Context: an optimization exercise on an open-source flow, tuned for small area. The choices shown serve that exercise and are no tape-out recipe.
Only simulation tests tie the RTL to the original design; equivalence was not proved.
No activity file was given, so power comes from the tool's default toggle rates.

==> flow/design.v, too long to show whole: its modules and the start of the top module <==
// module pcie_us_axi_dma_rd: 1230 lines
// module pcie_us_axi_dma_wr: 858 lines
// module pcie_us_axi_dma: 265 lines
// module pcie_us_axi_dma_x64: 179 lines
module pcie_us_axi_dma_x64 (
    input  wire          clk,
    input  wire          rst,
    input  wire [63:0]   s_axis_rc_tdata,
    input  wire [1:0]    s_axis_rc_tkeep,
    input  wire          s_axis_rc_tvalid,
    output wire          s_axis_rc_tready,
    input  wire          s_axis_rc_tlast,
    input  wire [74:0]   s_axis_rc_tuser,
    output wire [63:0]   m_axis_rq_tdata,
    output wire [1:0]    m_axis_rq_tkeep,
    output wire          m_axis_rq_tvalid,
    input  wire          m_axis_rq_tready,
    output wire          m_axis_rq_tlast,
    output wire [59:0]   m_axis_rq_tuser,
    input  wire [63:0]   s_axis_read_desc_pcie_addr,
    input  wire [31:0]   s_axis_read_desc_axi_addr,
    input  wire [15:0]   s_axis_read_desc_len,
    input  wire [7:0]    s_axis_read_desc_tag,
    input  wire          s_axis_read_desc_valid,
    output wire          s_axis_read_desc_ready,
    output wire [7:0]    m_axis_read_desc_status_tag,
    output wire          m_axis_read_desc_status_valid,
    input  wire [63:0]   s_axis_write_desc_pcie_addr,
    input  wire [31:0]   s_axis_write_desc_axi_addr,
    input  wire [15:0]   s_axis_write_desc_len,
    input  wire [7:0]    s_axis_write_desc_tag,
    input  wire          s_axis_write_desc_valid,
    output wire          s_axis_write_desc_ready,
    output wire [7:0]    m_axis_write_desc_status_tag,
    output wire          m_axis_write_desc_status_valid,
    output wire [7:0]    m_axi_awid,
    output wire [31:0]   m_axi_awaddr,
    output wire [7:0]    m_axi_awlen,
    output wire [2:0]    m_axi_awsize,
    output wire [1:0]    m_axi_awburst,
    output wire          m_axi_awlock,
    output wire [3:0]    m_axi_awcache,
    output wire [2:0]    m_axi_awprot,
    output wire          m_axi_awvalid,
    input  wire          m_axi_awready,
    output wire [63:0]   m_axi_wdata,
    output wire [7:0]    m_axi_wstrb,
    output wire          m_axi_wlast,
    output wire          m_axi_wvalid,
    input  wire          m_axi_wready,
    input  wire [7:0]    m_axi_bid,
    input  wire [1:0]    m_axi_bresp,
    input  wire          m_axi_bvalid,
    output wire          m_axi_bready,
    output wire [7:0]    m_axi_arid,
    output wire [31:0]   m_axi_araddr,
    output wire [7:0]    m_axi_arlen,
    output wire [2:0]    m_axi_arsize,
    output wire [1:0]    m_axi_arburst,
    output wire          m_axi_arlock,
    output wire [3:0]    m_axi_arcache,
    output wire [2:0]    m_axi_arprot,
    output wire          m_axi_arvalid,
    input  wire          m_axi_arready,
    input  wire [7:0]    m_axi_rid,
    input  wire [63:0]   m_axi_rdata,
    input  wire [1:0]    m_axi_rresp,
    input  wire          m_axi_rlast,
    input  wire          m_axi_rvalid,
    output wire          m_axi_rready,
    input  wire          read_enable,
    input  wire          write_enable,
    input  wire          ext_tag_enable,
    input  wire [15:0]   requester_id,
    input  wire          requester_id_enable,
  // ...
==> flow/flow/run.sh <==
#!/bin/bash
# Layout: the standard flow (standard.sh: unchanged synthesis, floorplan, power
# grid, placement, clock tree, routing), with two ORFS settings passed through the
# environment:
#  - BUFFER_PORTS_ARGS: every input and output port still gets its own buffer, but a
#    buf_1 instead of the default cell;
#  - MAX_REPAIR_ANTENNAS_ITER_DRT: more rounds of antenna repair after detailed
#    routing (10 instead of 5) before giving up.
# make's output goes to standard.log in this folder; each tool's full log is under
# orfs/logs/.
set -euo pipefail
export BUFFER_PORTS_ARGS="-buffer_cell sky130_fd_sc_hd__buf_1"
export MAX_REPAIR_ANTENNAS_ITER_DRT=10
bash standard.sh > standard.log 2>&1
==> flow/standard.sh <==
#!/bin/bash
# synth_recipe.tcl (not shown) runs the flow's synth.tcl, then flattens the netlist and writes it again
# the make line also repeats each setting of config.mk as NAME=value (left out here)
make -C /OpenROAD-flow-scripts/flow DESIGN_CONFIG=/design/flow/config.mk WORK_HOME=/design/flow/orfs CLKGATE_MAP_FILE= SYNTH_SCRIPT=/design/flow/synth_recipe.tcl "${@:-finish}"
==> flow/config.mk <==
export PLATFORM = sky130hd
export DESIGN_NAME = pcie_us_axi_dma_x64
export DESIGN_NICKNAME = pcie_us_axi_dma_x64
export VERILOG_FILES = /design/flow/design.v
export SDC_FILE = /design/flow/constraint.sdc
export NUM_CORES = 8
export LEC_CHECK = 0
export CAP_MARGIN = 20
export CORE_MARGIN = 2
export CORE_UTILIZATION = 60
export CTS_BUF_LIST = sky130_fd_sc_hd__clkbuf_16
export CTS_CLUSTER_DIAMETER = 90
export CTS_CLUSTER_SIZE = 20
export PLACE_DENSITY = 0.7
export SLEW_MARGIN = 20
==> flow/constraint.sdc <==
create_clock -name core_clock -period 10.0 [get_ports {clk}]
set_input_delay 2.0000 -clock core_clock [delete_from_list [all_inputs] [get_ports {clk}]]
set_output_delay 2.0000 -clock core_clock [all_outputs]
set_load 0.01 [all_outputs]
==> flow_summary.json, run 1 <==
{
  "synth_area_leader_cell": "edfxtp_1",
  "largest_reg_flops": 2048,
  "cp_top_family": "simple AND/OR/NAND/NOR gates",
  "status": "complete, but fails checks",
  "power.total_mw": 45.3,
  "routed_wl_um": 1160000,
  "synth_top_area_share_pct": 60.1,
  "cap_violations": 2,
  "num_rows": 244,
  "synthMuxAreaShare_pct": 8.29,
  "syn_area_um2": 266000,
  "setup_ws_ns": 1.04,
  "post-cts-setup-buffers": 0,
  "use_met3_pct": 22.3,
  "synth-xor-area-share_pct": 3.41,
  "ys.flop_type": "edfxtp_1",
  "route.top_layer_used": "met5",
  "fmax_mhz": 112,
  "final_cell_mix": "edfxtp_1 (5,321), nand2_1 (1,414), a22oi_1 (1,211), mux2_2 (955), nor2_1 (906)",
  "routed-wl-met2_um": 471000,
  "pg_clk_mw": 14.6,
  "drv_slew": 11,
  "failed_checks": "max-capacitance violations, max-slew violations",
  "hold_class": "flop to flop",
  "clock_latency_ns": 1.14,
  "dpl.cell_count": 26100,
  "synth_top_family_by_area": "compound AO/OA/AOI/OAI gates",
  "relSlewSlack_pct": -19.7,
  "die_h_um": 670,
  "synth_adder_area_share_pct": 2.24,
  "hold_ws_ns": 0.459,
  "total_leakage_power_nw": 96.9,
  "clk_pin_slew_ns": 0.09,
  "yosys.cell_count.top_type": "edfxtp_1",
  "crit_fanout": 13,
  "wl_met3_um": 189000,
  "dieArea_um2": 449000,
  "regArea_um2": 167000,
  "path_class": "input pin to flop",
  "signal_buffers": 1416,
  "grtUsageTotal_pct": 50.3,
  "yosysWarnings": 3,
  "hold_start": "dma_inst.pcie_us_axi_dma_rd_inst.axi_addr_reg[8]",
  "grt_antenna_before_repair": 138
}
==> run 2: changes to the inputs <==
--- a/flow/config.mk
+++ b/flow/config.mk
@@ -7,9 +7,9 @@
 export LEC_CHECK = 0
 export CAP_MARGIN = 20
 export CORE_MARGIN = 2
-export CORE_UTILIZATION = 60
+export CORE_UTILIZATION = 50
 export CTS_BUF_LIST = sky130_fd_sc_hd__clkbuf_16
 export CTS_CLUSTER_DIAMETER = 90
 export CTS_CLUSTER_SIZE = 20
-export PLACE_DENSITY = 0.7
+export PLACE_DENSITY = 0.6
 export SLEW_MARGIN = 20
==> run 2 against run 1 <==
Net effect:
- the run now finishes clean
- via count decreased by 3.7%
- critical endpoint is now dma_inst.pcie_us_axi_dma_rd_inst.axi_addr_reg[30]
- sequential power about the same
- count of clock-buffer cells in the layout increased by 6
- combinational power about the same
- largest power group unchanged
- critical path depth decreased by 3
- critical path type unchanged
- setup slack got worse by 0.21 ns
- hold slack improved by 0.022 ns
- final cell count increased by 4.0%
- utilization decreased by 11 points
- routed wire length increased by 3.0%
- synthesized cell count unchanged
- sequential share of layout area decreased by 0.34 points
==> flow_summary.json, run 2 <==
{
  "status": "complete, no violations",
  "cp-start-kind": "input pin",
  "grt_pass1_wl_um": 1590000,
  "crit_fanout": 17,
  "routed_wl_um": 1190000,
  "yosysSeqAreaShare_pct": 62.7,
  "grt_use_met1_pct": 56.7,
  "grt_max_degree": 146,
  "final_hold_viol_count": 0,
  "syn_area_um2": 266000,
  "power-per-cell-area_nw_per_um2": 157,
  "post-cts-setup-buffers": 0,
  "use_met2_pct": 61.9,
  "yosys.area_share.simple_pct": 9.96,
  "grt_pass1_vias": 180000,
  "core_um2": 530000,
  "grt_overflow_total": 0,
  "cp_slowest_cell": "nand3_1",
  "die-width_um": 733,
  "cts-root-buf": "clkbuf_16",
  "syn_inst": 20000,
  "cp_common_cell": "nor4_1",
  "synth_area_leader_cell": "edfxtp_1",
  "num_rows": 267,
  "ioPinCount": 855,
  "power_frac_comb_pct": 9.4,
  "synth.ff_latch_count": 5675,
  "final_cell_area_um2": 291000,
  "cts_buffer_depth": 4,
  "rsz0062_at_grt": "no",
  "final_common_cell": "edfxtp_1",
  "switching_share_pct": 25.8,
  "via_per_inst": 7.07,
  "synthMuxAreaShare_pct": 8.29,
  "skew_ns": 0.141,
  "postPlaceCellArea_um2": 280000,
  "avgSynthCellArea_um2": 13.3,
  "avgRoutedWirePerCell_um": 43.0,
  "drive_gt1_share_pct": 13.7,
  "top_register": "dma_inst.pcie_us_axi_dma_rd_inst.pcie_tag_table_axi_addr",
  "synth_adder_area_share_pct": 2.24,
  "final_antenna_net_count": 0,
  "areaGrowthSynthToFinish_pct": 9.33,
  "start_util_pct": 50.2,
  "synth_top_area_share_pct": 60.1,
  "portBuffers": 678,
  "nets": 21500,
  "tritoncts": "built",
  "cts-buffers-inserted": 339,
  "yosys.cell_count.top_type": "edfxtp_1",
  "synth_top_family_by_area": "compound AO/OA/AOI/OAI gates",
  "dieArea_um2": 538000,
  "p_seq_share_pct": 58.1,
  "drt_first_pass_iters": 7,
  "drv_slew": 0,
  "path_class": "input pin to flop",
  "busiest_layer": "met2",
  "regArea_um2": 167000,
  "dp_hpwl_um": 811000,
  "final_util_pct": 54.9,
  "synth.distinct_cells": 97,
  "finalSetupTns_ns": 0,
  "htreeDepth": 5,
  "end_kind": "flop",
  "worstPathCellList": "buf_1 -> inv_1 -> ha_1 -> and3b_1 -> and2_2 -> buf_4 -> a22oi_1 -> nand4_1 -> nor4_1 -> nand3_1 -> ha_1 -> nor4_1 -> a21oi_1 -> a31oi_1 -> o31ai_1 -> a2111oi_2 -> nand4_1 -> nor4_1 -> xnor2_1 -> mux2i_1",
  "synthTopCellsByCount": "edfxtp_1 (5,321), nand2_1 (1,421), a22oi_1 (1,215), nor2_1 (1,046), mux2_2 (955)",
  "synth-xor-area-share_pct": 3.41,
  "cts_sinks": 5675,
  "clk_pin_slew_ns": 0.08,
  "power.total_mw": 45.6,
  "multiInputGateArea_um2": 94700,
  "use_met3_pct": 14.5,
  "drt-initial-drc-count": 32800,
  "synth-edff-count": 5321,
  "min_period_over_period_pct": 91.7,
  "nFillCells": 43700,
  "ys_top_cells_by_area": "edfxtp_1 (60%), mux2_2 (4.0%), a22oi_1 (3.4%), dfxtp_1 (2.7%), mux2i_1 (2.4%)",
  "vias": 197000,
  "ctsHoldBuffers": 0,
  "required_ns": 10.74,
  "synth_compound_area_share_pct": 10.7,
  "hold_class": "flop to flop",
  "fmax_mhz": 109,
  "path_buf_inv": 3,
  "fin_crit_ns": 9.17,
  "cp_top_family": "simple AND/OR/NAND/NOR gates",
  "largest_reg_flops": 2048,
  "tightest_slew_ns": 1.34,
  "total_leakage_power_nw": 97.2,
  "power.share.clock_pct": 32.5,
  "final_cell_mix": "edfxtp_1 (5,321), nand2_1 (1,417), a22oi_1 (1,214), mux2_2 (955), nor2_1 (921)",
  "peakVddDrop_mv": 0.177,
  "clock_latency_ns": 1.15,
  "arrival_ns": 9.91,
  "drc": 0,
  "p_switching_mw": 11.8,
  "yosysWarnings": 3,
  "reg_top3": "dma_inst.pcie_us_axi_dma_rd_inst.pcie_tag_table_axi_addr x2048, dma_inst.pcie_us_axi_dma_rd_inst.op_table_write_count x704",
  "grtUsageTotal_pct": 43.1,
  "setup_viol": 0,
  "cap_violations": 0,
  "gp_congestion": 1.11,
  "die_h_um": 733,
  "async_flop_share_pct": 0,
  "ctsResizeCount": 0,
  "slowest_delay_ns": 0.89,
  "grt_antenna_before_repair": 148,
  "ys.flop_type": "edfxtp_1",
  "relSlewSlack_pct": 10.6,
  "p_int_mw": 33.8
}
==> run 2: area by class of cell <==
| cell class | instances | share of cell area [%] |
|---|---|---|
| diodes | 93 | 0.0800 |
| clock buffers | 345 | 2.97 |
| clock inverters | 181 | 0.468 |
| inverters | 440 | 0.570 |
| multi-input cells | 12700 | 32.6 |
| flip-flops and latches | 5675 | 57.4 |
| well taps | 6994 | 3.01 |
| repair buffers | 1430 | 2.96 |
==> run 2: cells by family after synthesis <==
kind of cell,Yosys count
buf+inv,1758
compound gates,3952
other cells,2
fa+ha+maj,467
flops,5675
simple gates,5299
xor+xnor,1035
mux,1812
==> run 2: path summary, 6_finish.rpt <==
path / start / to / slack [ns] / cells past startpoint
min reg2reg: dma_inst.pcie_us_axi_dma_rd_inst.axi_addr_reg[3] / flop / 0.48 / 0
min: dma_inst.pcie_us_axi_dma_rd_inst.axi_addr_reg[3] / flop / 0.48 / 0
max reg2reg: flop / flop / 2.43 / 29
max: s_axis_rc_tdata[0] / dma_inst.pcie_us_axi_dma_rd_inst.axi_addr_reg[30] / 0.83 / 20
==> run 2: power by group through the flow <==
stage	Clock [mW]	Combinational (mW)	Sequential [mW]
5_1_grt	15.6	4.44	26.5
3_3_place_gp	0	4.07	27.0
6_report	14.8	4.28	26.5
2_1_floorplan	0	2.29	26.9
4_1_cts	14.9	4.11	26.5
3_5_place_dp	0	4.08	27.0
==> run 2: per-stage QoR <==
| step | setup WS (ns) | std cells | hold slack, ns |
|---|---|---|---|
| 2_1_floorplan | -1.01 | 20100 | 0.406 |
| 6_report | 0.832 | 27800 | 0.481 |
| 3_3_place_gp | 0.295 | 27200 | 0.452 |
| 3_5_place_dp | 0.360 | 27200 | 0.466 |
| 5_1_grt | 0.882 | 27700 | 0.488 |
| 4_1_cts | 1.39 | 27700 | 0.483 |
==> run 2: routing by layer <==
metal,up-vias,routed length [um]
met3,3418,159000
met5,-,508
li1,78600,-
met4,68,90400
met1,99400,441000
met2,15100,503000

## what the ideal ports hide
How much do the figures lean on ideal ports? The routed layouts below were timed once more, with nothing changed but the port constraints. Step 1: set_driving_cell puts a clkbuf_16 on clk and a buf_2 on each other input, an assumption about the parent block. Step 2 also shifts input and output timing later by t, the mid clock arrival at the registers, as if the neighbouring blocks saw the same clock. Three values: ideal ports, drivers, drivers and shift; two values: the first two.
run | t, ns | slack for setup (ns) | worst register clock-pin slew, ns | cell pins on the clock port's net
run 1 | 1.196 | 1.040 / 1.155 / -0.041 | 0.10 / 0.10 | 1
run 2 | 1.224 | 0.832 / 0.957 / -0.266 | 0.10 / 0.10 | 1
For run 2, which loses most, drivers alone change the setup slack by +0.125 ns; drivers and shift together by -1.098 ns.
